Background: an optimization exercise with open tools, aiming at small area, a short achievable clock period and few clock cycles per item. Do not read the settings as production practice. At most, simulation tests tie the RTL to the original design; equivalence was not proved. No activity file was given, so power comes from the tool's default toggle rates.

==> module complex_multiplier, before the edit <==
module complex_multiplier
#(
    parameter INTEGER_WIDTH = 3,
    parameter FRACTIONAL_WIDTH = 13
)
(
    input  wire                                          clk,
    input  wire                                          rst_n,
    input  wire                                          input_a_tvalid,
    output wire                                          input_a_tready,
    input  wire [2*(INTEGER_WIDTH+FRACTIONAL_WIDTH)-1:0] input_a_tdata,
    input  wire                                          input_b_tvalid,
    output wire                                          input_b_tready,
    input  wire [2*(INTEGER_WIDTH+FRACTIONAL_WIDTH)-1:0] input_b_tdata,
    output reg                                           output_prod_tvalid,
    input  wire                                          output_prod_tready,
    output wire [2*(INTEGER_WIDTH+FRACTIONAL_WIDTH)-1:0] output_prod_tdata
);
    reg         v0, v1, q1v;
    reg  [15:0] ar, ai;
    reg  [24:0] br, bi;     
    function [24:0] booth_enc;
        input [15:0] y;
        integer k;
        reg y2, y1, y0;
        begin
            for (k = 0; k < 8; k = k + 1) begin
                y2 = y[2*k+1];
                y1 = y[2*k];
                y0 = (k == 0) ? 1'b0 : y[2*k-1];
                booth_enc[k]      = y1 ^ y0;                                    
                booth_enc[8 + k]  = (y2 & ~y1 & ~y0) | (~y2 & y1 & y0);         
                booth_enc[16 + k] = y2 & ~(y1 & y0);                            
            end
            booth_enc[24] = y[15];
        end
    endfunction
    reg  [31:0] q0, q1;
    wire take = output_prod_tready;                     
    wire en1  = ~v1 | ~q1v;                             
    wire en0  = ~v0 | en1;
    wire rdy  = ~(v0 & v1 & q1v);
    assign input_a_tready = rdy;
    assign input_b_tready = rdy;
    assign output_prod_tdata = q0;
    wire fire = input_a_tvalid & input_b_tvalid & rdy;
    wire mv1  = v1 & en1;                               
    always @(posedge clk) begin
        if (!rst_n) begin
            v0 <= 1'b0;
            v1 <= 1'b0;
            output_prod_tvalid <= 1'b0;
            q1v <= 1'b0;
        end else begin
            if (en0) v0 <= fire;
            if (en1) v1 <= v0;
            if (~output_prod_tvalid | take)
                output_prod_tvalid <= q1v | mv1;
            if (q1v) begin
                if (take) q1v <= mv1;
            end else begin
                q1v <= mv1 & output_prod_tvalid & ~take;
            end
        end
    end
    wire [14:0] m_a0, m_a1, m_a2, m_a3;
    wire [14:0] m_b0, m_b1, m_b2, m_b3;
    wire [3:0]  m_c, m_s;
    reg  [14:0] c_a0, c_a1, c_a2, c_a3;
    reg  [14:0] c_b0, c_b1, c_b2, c_b3;
    reg  [3:0]  c_c, c_s;
    cm_mul mul_rr1 (.x(ar), .one(br[7:0]), .two(br[15:8]), .neg(br[23:16]), .ys(br[24]), .a(m_a0), .b(m_b0), .cl(m_c[0]), .sgn(m_s[0]));
    cm_mul mul_rr2 (.x(ai), .one(bi[7:0]), .two(bi[15:8]), .neg(bi[23:16]), .ys(bi[24]), .a(m_a1), .b(m_b1), .cl(m_c[1]), .sgn(m_s[1]));
    cm_mul mul_ri1 (.x(ar), .one(bi[7:0]), .two(bi[15:8]), .neg(bi[23:16]), .ys(bi[24]), .a(m_a2), .b(m_b2), .cl(m_c[2]), .sgn(m_s[2]));
    cm_mul mul_ri2 (.x(ai), .one(br[7:0]), .two(br[15:8]), .neg(br[23:16]), .ys(br[24]), .a(m_a3), .b(m_b3), .cl(m_c[3]), .sgn(m_s[3]));
    wire [15:0] u0 = {c_a0, 1'b1} + {c_b0, c_c[0]};
    wire [14:0] h0 = u0[15:1];    
    wire [15:0] u1 = {c_a1, 1'b1} + {c_b1, c_c[1]};
    wire [14:0] h1 = u1[15:1];    
    wire [15:0] u2 = {c_a2, 1'b1} + {c_b2, c_c[2]};
    wire [14:0] h2 = u2[15:1];    
    wire [15:0] u3 = {c_a3, 1'b1} + {c_b3, c_c[3]};
    wire [14:0] h3 = u3[15:1];    
    wire [15:0] prod_real = {c_s[0], h0} - {c_s[1], h1};
    wire [15:0] prod_imag = {c_s[2], h2} + {c_s[3], h3};
    always @(posedge clk) begin
        if (en0) begin
            ar <= input_a_tdata[15:0];
            ai <= input_a_tdata[31:16];
            br <= booth_enc(input_b_tdata[15:0]);
            bi <= booth_enc(input_b_tdata[31:16]);
        end
        if (en1) begin
            c_a0 <= m_a0;
            c_a1 <= m_a1;
            c_a2 <= m_a2;
            c_a3 <= m_a3;
            c_b0 <= m_b0;
            c_b1 <= m_b1;
            c_b2 <= m_b2;
            c_b3 <= m_b3;
            c_c <= m_c;
            c_s <= m_s;
        end
        if (~output_prod_tvalid | take)
            q0 <= q1v ? q1 : {prod_imag, prod_real};
        if (~q1v | take)
            q1 <= {prod_imag, prod_real};
    end
endmodule
Settings: LEC_CHECK=0, CAP_MARGIN=20, CORE_MARGIN=2, CORE_UTILIZATION=40, SETUP_SLACK_MARGIN=5, SLEW_MARGIN=20, SYNTH_HIERARCHICAL=1, SYNTH_MINIMUM_KEEP_SIZE=0; clock period 10.0 ns.
run.sh (not shown) runs the stock make flow with config.mk's settings and CLKGATE_MAP_FILE= SYNTH_SCRIPT=/design/flow/synth_recipe.tcl, a recipe that flattens the netlist after the stock synthesis.
Testbench counts at the start, summed over its fixed seeds: cycles 12,024, items 12,000.
==> next run, changes <==
--- a/flow/design.v
+++ b/flow/design.v
@@ -927,13 +927,13 @@
             end
             booth_enc[24] = y[15];
         end
     endfunction
     reg  [31:0] q0, q1;
     wire take = output_prod_tready;                     
-    wire en1  = ~v1 | ~q1v;                             
+    wire en1  = ~v1 | ~q1v | take;                      
     wire en0  = ~v0 | en1;
     wire rdy  = ~(v0 & v1 & q1v);
     assign input_a_tready = rdy;
     assign input_b_tready = rdy;
     assign output_prod_tdata = q0;
     wire fire = input_a_tvalid & input_b_tvalid & rdy;
- sequential share of layout area barely changes
- sequential cell count does not change
- utilization goes up by 0.12 points
- via count climbs by 0.95%
- global-route usage goes up by 0.27 points
- worst hold slack loses 0.034 ns
- cell area rises by 0.42%
- maximum frequency is lower by 0.88%
- first-iteration DRC count is higher by 13%
- total power went up by 2.3%
- synthesized area is about the same
- clock-buffer cell count rises by 1
For the second run of this note, only the layout was checked, not whether the RTL still works.

* * *

== north ==
complex_multiplier, a different RTL version from the one above (not shown whole).
Size in the first run: roughly 2,800 cells after synthesis, about 280 flip-flops.
==> module complex_multiplier, before the edit <==
module complex_multiplier
#(
    parameter INTEGER_WIDTH = 3,
    parameter FRACTIONAL_WIDTH = 13
)
(
    input  wire                                          clk,
    input  wire                                          rst_n,
    input  wire                                          input_a_tvalid,
    output wire                                          input_a_tready,
    input  wire [2*(INTEGER_WIDTH+FRACTIONAL_WIDTH)-1:0] input_a_tdata,
    input  wire                                          input_b_tvalid,
    output wire                                          input_b_tready,
    input  wire [2*(INTEGER_WIDTH+FRACTIONAL_WIDTH)-1:0] input_b_tdata,
    output reg                                           output_prod_tvalid,
    input  wire                                          output_prod_tready,
    output wire [2*(INTEGER_WIDTH+FRACTIONAL_WIDTH)-1:0] output_prod_tdata
);
    reg         v0, v1, q1v;
    reg  [15:0] ar, ai;
    reg  [24:0] br, bi;     
    function [24:0] booth_enc;
        input [15:0] y;
        integer k;
        reg y2, y1, y0;
        begin
            for (k = 0; k < 8; k = k + 1) begin
                y2 = y[2*k+1];
                y1 = y[2*k];
                y0 = (k == 0) ? 1'b0 : y[2*k-1];
                booth_enc[k]      = y1 ^ y0;                                    
                booth_enc[8 + k]  = (y2 & ~y1 & ~y0) | (~y2 & y1 & y0);         
                booth_enc[16 + k] = y2 & ~(y1 & y0);                            
            end
            booth_enc[24] = y[15];
        end
    endfunction
    reg  [31:0] q0, q1;
    reg         wp, rp;
    wire take = output_prod_tready;                     
    wire en1  = ~v1 | ~q1v | take;                      
    wire en0  = ~v0 | en1;
    wire rdy  = ~(v0 & v1 & q1v);
    assign input_a_tready = rdy;
    assign input_b_tready = rdy;
    assign output_prod_tdata = rp ? q1 : q0;
    wire fire = input_a_tvalid & input_b_tvalid & rdy;
    wire mv1  = v1 & en1;                               
    always @(posedge clk) begin
        if (!rst_n) begin
            v0 <= 1'b0;
            v1 <= 1'b0;
            output_prod_tvalid <= 1'b0;
            q1v <= 1'b0;
            wp <= 1'b0;
            rp <= 1'b0;
        end else begin
            if (mv1) wp <= ~wp;
            if (output_prod_tvalid & take) rp <= ~rp;
            if (en0) v0 <= fire;
            if (en1) v1 <= v0;
            if (~output_prod_tvalid | take)
                output_prod_tvalid <= q1v | mv1;
            if (q1v) begin
                if (take) q1v <= mv1;
            end else begin
                q1v <= mv1 & output_prod_tvalid & ~take;
            end
        end
    end
    wire [14:0] m_a0, m_a1, m_a2, m_a3;
    wire [14:0] m_b0, m_b1, m_b2, m_b3;
    wire [3:0]  m_c, m_s;
    reg  [14:0] c_a0, c_a1, c_a2, c_a3;
    reg  [14:0] c_b0, c_b1, c_b2, c_b3;
    reg  [3:0]  c_c, c_s;
    cm_mul mul_rr1 (.x(ar), .one(br[7:0]), .two(br[15:8]), .neg(br[23:16]), .ys(br[24]), .a(m_a0), .b(m_b0), .cl(m_c[0]), .sgn(m_s[0]));
    cm_mul mul_rr2 (.x(ai), .one(bi[7:0]), .two(bi[15:8]), .neg(bi[23:16]), .ys(bi[24]), .a(m_a1), .b(m_b1), .cl(m_c[1]), .sgn(m_s[1]));
    cm_mul mul_ri1 (.x(ar), .one(bi[7:0]), .two(bi[15:8]), .neg(bi[23:16]), .ys(bi[24]), .a(m_a2), .b(m_b2), .cl(m_c[2]), .sgn(m_s[2]));
    cm_mul mul_ri2 (.x(ai), .one(br[7:0]), .two(br[15:8]), .neg(br[23:16]), .ys(br[24]), .a(m_a3), .b(m_b3), .cl(m_c[3]), .sgn(m_s[3]));
    wire [14:0] h0 = c_a0 + c_b0 + c_c[0];
    wire [14:0] h1 = c_a1 + c_b1 + c_c[1];
    wire [14:0] h2 = c_a2 + c_b2 + c_c[2];
    wire [14:0] h3 = c_a3 + c_b3 + c_c[3];
    wire [15:0] prod_real = {c_s[0], h0} - {c_s[1], h1};
    wire [15:0] prod_imag = {c_s[2], h2} + {c_s[3], h3};
    always @(posedge clk) begin
        if (en0) begin
            ar <= input_a_tdata[15:0];
            ai <= input_a_tdata[31:16];
            br <= booth_enc(input_b_tdata[15:0]);
            bi <= booth_enc(input_b_tdata[31:16]);
        end
        if (en1) begin
            c_a0 <= m_a0;
            c_a1 <= m_a1;
            c_a2 <= m_a2;
            c_a3 <= m_a3;
            c_b0 <= m_b0;
            c_b1 <= m_b1;
            c_b2 <= m_b2;
            c_b3 <= m_b3;
            c_c <= m_c;
            c_s <= m_s;
        end
        if (mv1 & ~wp)
            q0 <= {prod_imag, prod_real};
        if (mv1 & wp)
            q1 <= {prod_imag, prod_real};
    end
endmodule
clock: 10.0 ns
lec_check: 0
cap_margin: 20
core_margin: 2
core_utilization: 40
setup_slack_margin: 5
slew_margin: 20
synth_hierarchical: 1
synth_minimum_keep_size: 0
north did not stop at any stage, and its layout met the timing, design-rule and antenna checks.
## Diff of input files: south against north
diff --git a/flow/design.v b/flow/design.v
--- a/flow/design.v
+++ b/flow/design.v
@@ -929,14 +929,13 @@
         end
     endfunction
     reg  [31:0] q0, q1;
-    reg         wp, rp;
     wire take = output_prod_tready;                     
     wire en1  = ~v1 | ~q1v | take;                      
     wire en0  = ~v0 | en1;
     wire rdy  = ~(v0 & v1 & q1v);
     assign input_a_tready = rdy;
     assign input_b_tready = rdy;
-    assign output_prod_tdata = rp ? q1 : q0;
+    assign output_prod_tdata = q0;
     wire fire = input_a_tvalid & input_b_tvalid & rdy;
     wire mv1  = v1 & en1;                               
     always @(posedge clk) begin
@@ -945,11 +944,7 @@
             v1 <= 1'b0;
             output_prod_tvalid <= 1'b0;
             q1v <= 1'b0;
-            wp <= 1'b0;
-            rp <= 1'b0;
         end else begin
-            if (mv1) wp <= ~wp;
-            if (output_prod_tvalid & take) rp <= ~rp;
             if (en0) v0 <= fire;
             if (en1) v1 <= v0;
             if (~output_prod_tvalid | take)
@@ -996,9 +991,9 @@
             c_c <= m_c;
             c_s <= m_s;
         end
-        if (mv1 & ~wp)
-            q0 <= {prod_imag, prod_real};
-        if (mv1 & wp)
+        if (~output_prod_tvalid | take)
+            q0 <= q1v ? q1 : {prod_imag, prod_real};
+        if (~q1v | take)
             q1 <= {prod_imag, prod_real};
     end
 endmodule
--- outcome ---
Area of the core: south vs north up about 0.32%. north vs south, slowest cell on the critical path: dfxtp_1 vs fa_1. Wire length of the first global-routing pass | south below north. Startpoint of the worst setup timing path: br[17] -> south, rp -> north. [south] detailed-route wire length on metal 1 fell 3.6% relative to north. Min normalized max-slew margin across north and south: north. Placed instance area was higher in south than in north. Final design instance area without fill: north vs south — no meaningful difference. Slew at the pin with the worst max-slew slack for south: 0.060 ns down relative to north. As far as number of tapcells goes, south and north are indistinguishable; the numbers are identical. Looking at area added between synthesis and finish across north and south, the one that comes out lower is south. On sequential group power, north and south are neck and neck. Summary of south over north: sum of internal, switching and leakage power grew by 5.1%; number of optimization iterations in the first detailed-route pass increased by 2 relative to the old numbers.
Testbench counts of south, summed over its fixed seeds: cycles 12,024, items 12,000.
Function not checked in north: the RTL went through the layout flow alone.

## static timing again, ports no longer ideal
Ports are ideal in the flow. The routed layouts listed here were re-timed in OpenROAD. Step 1: set_driving_cell puts a clkbuf_16 on clk and a buf_2 on each other input, an assumption about the parent block. Step 2 moves the port delays by t, midway between the first and last clock arrival at a register: inputs arrive t later, outputs are due t later. That takes back most of the time a late clock gives input paths. Slacks: ideal / step 1 / step 2; pairs: ideal / step 1.
| run | shift t [ns] | setup slack, ns | worst setup path at the end |
|---|---|---|---|
| the first run of note 1 | 0.635 | 5.540 / 5.540 / 5.540 | register to register |
| the second run of note 1 | 0.641 | 5.501 / 5.501 / 5.343 | input to register |
| north | 0.616 | 5.316 / 5.253 / 5.399 | input to register |
| south | 0.621 | 5.525 / 5.525 / 5.525 | register to register |
After both steps setup and hold are still met in every run listed. For the second run of note 1, which loses most, drivers alone change the setup slack by 0.000 ns; drivers and shift together by -0.158 ns.
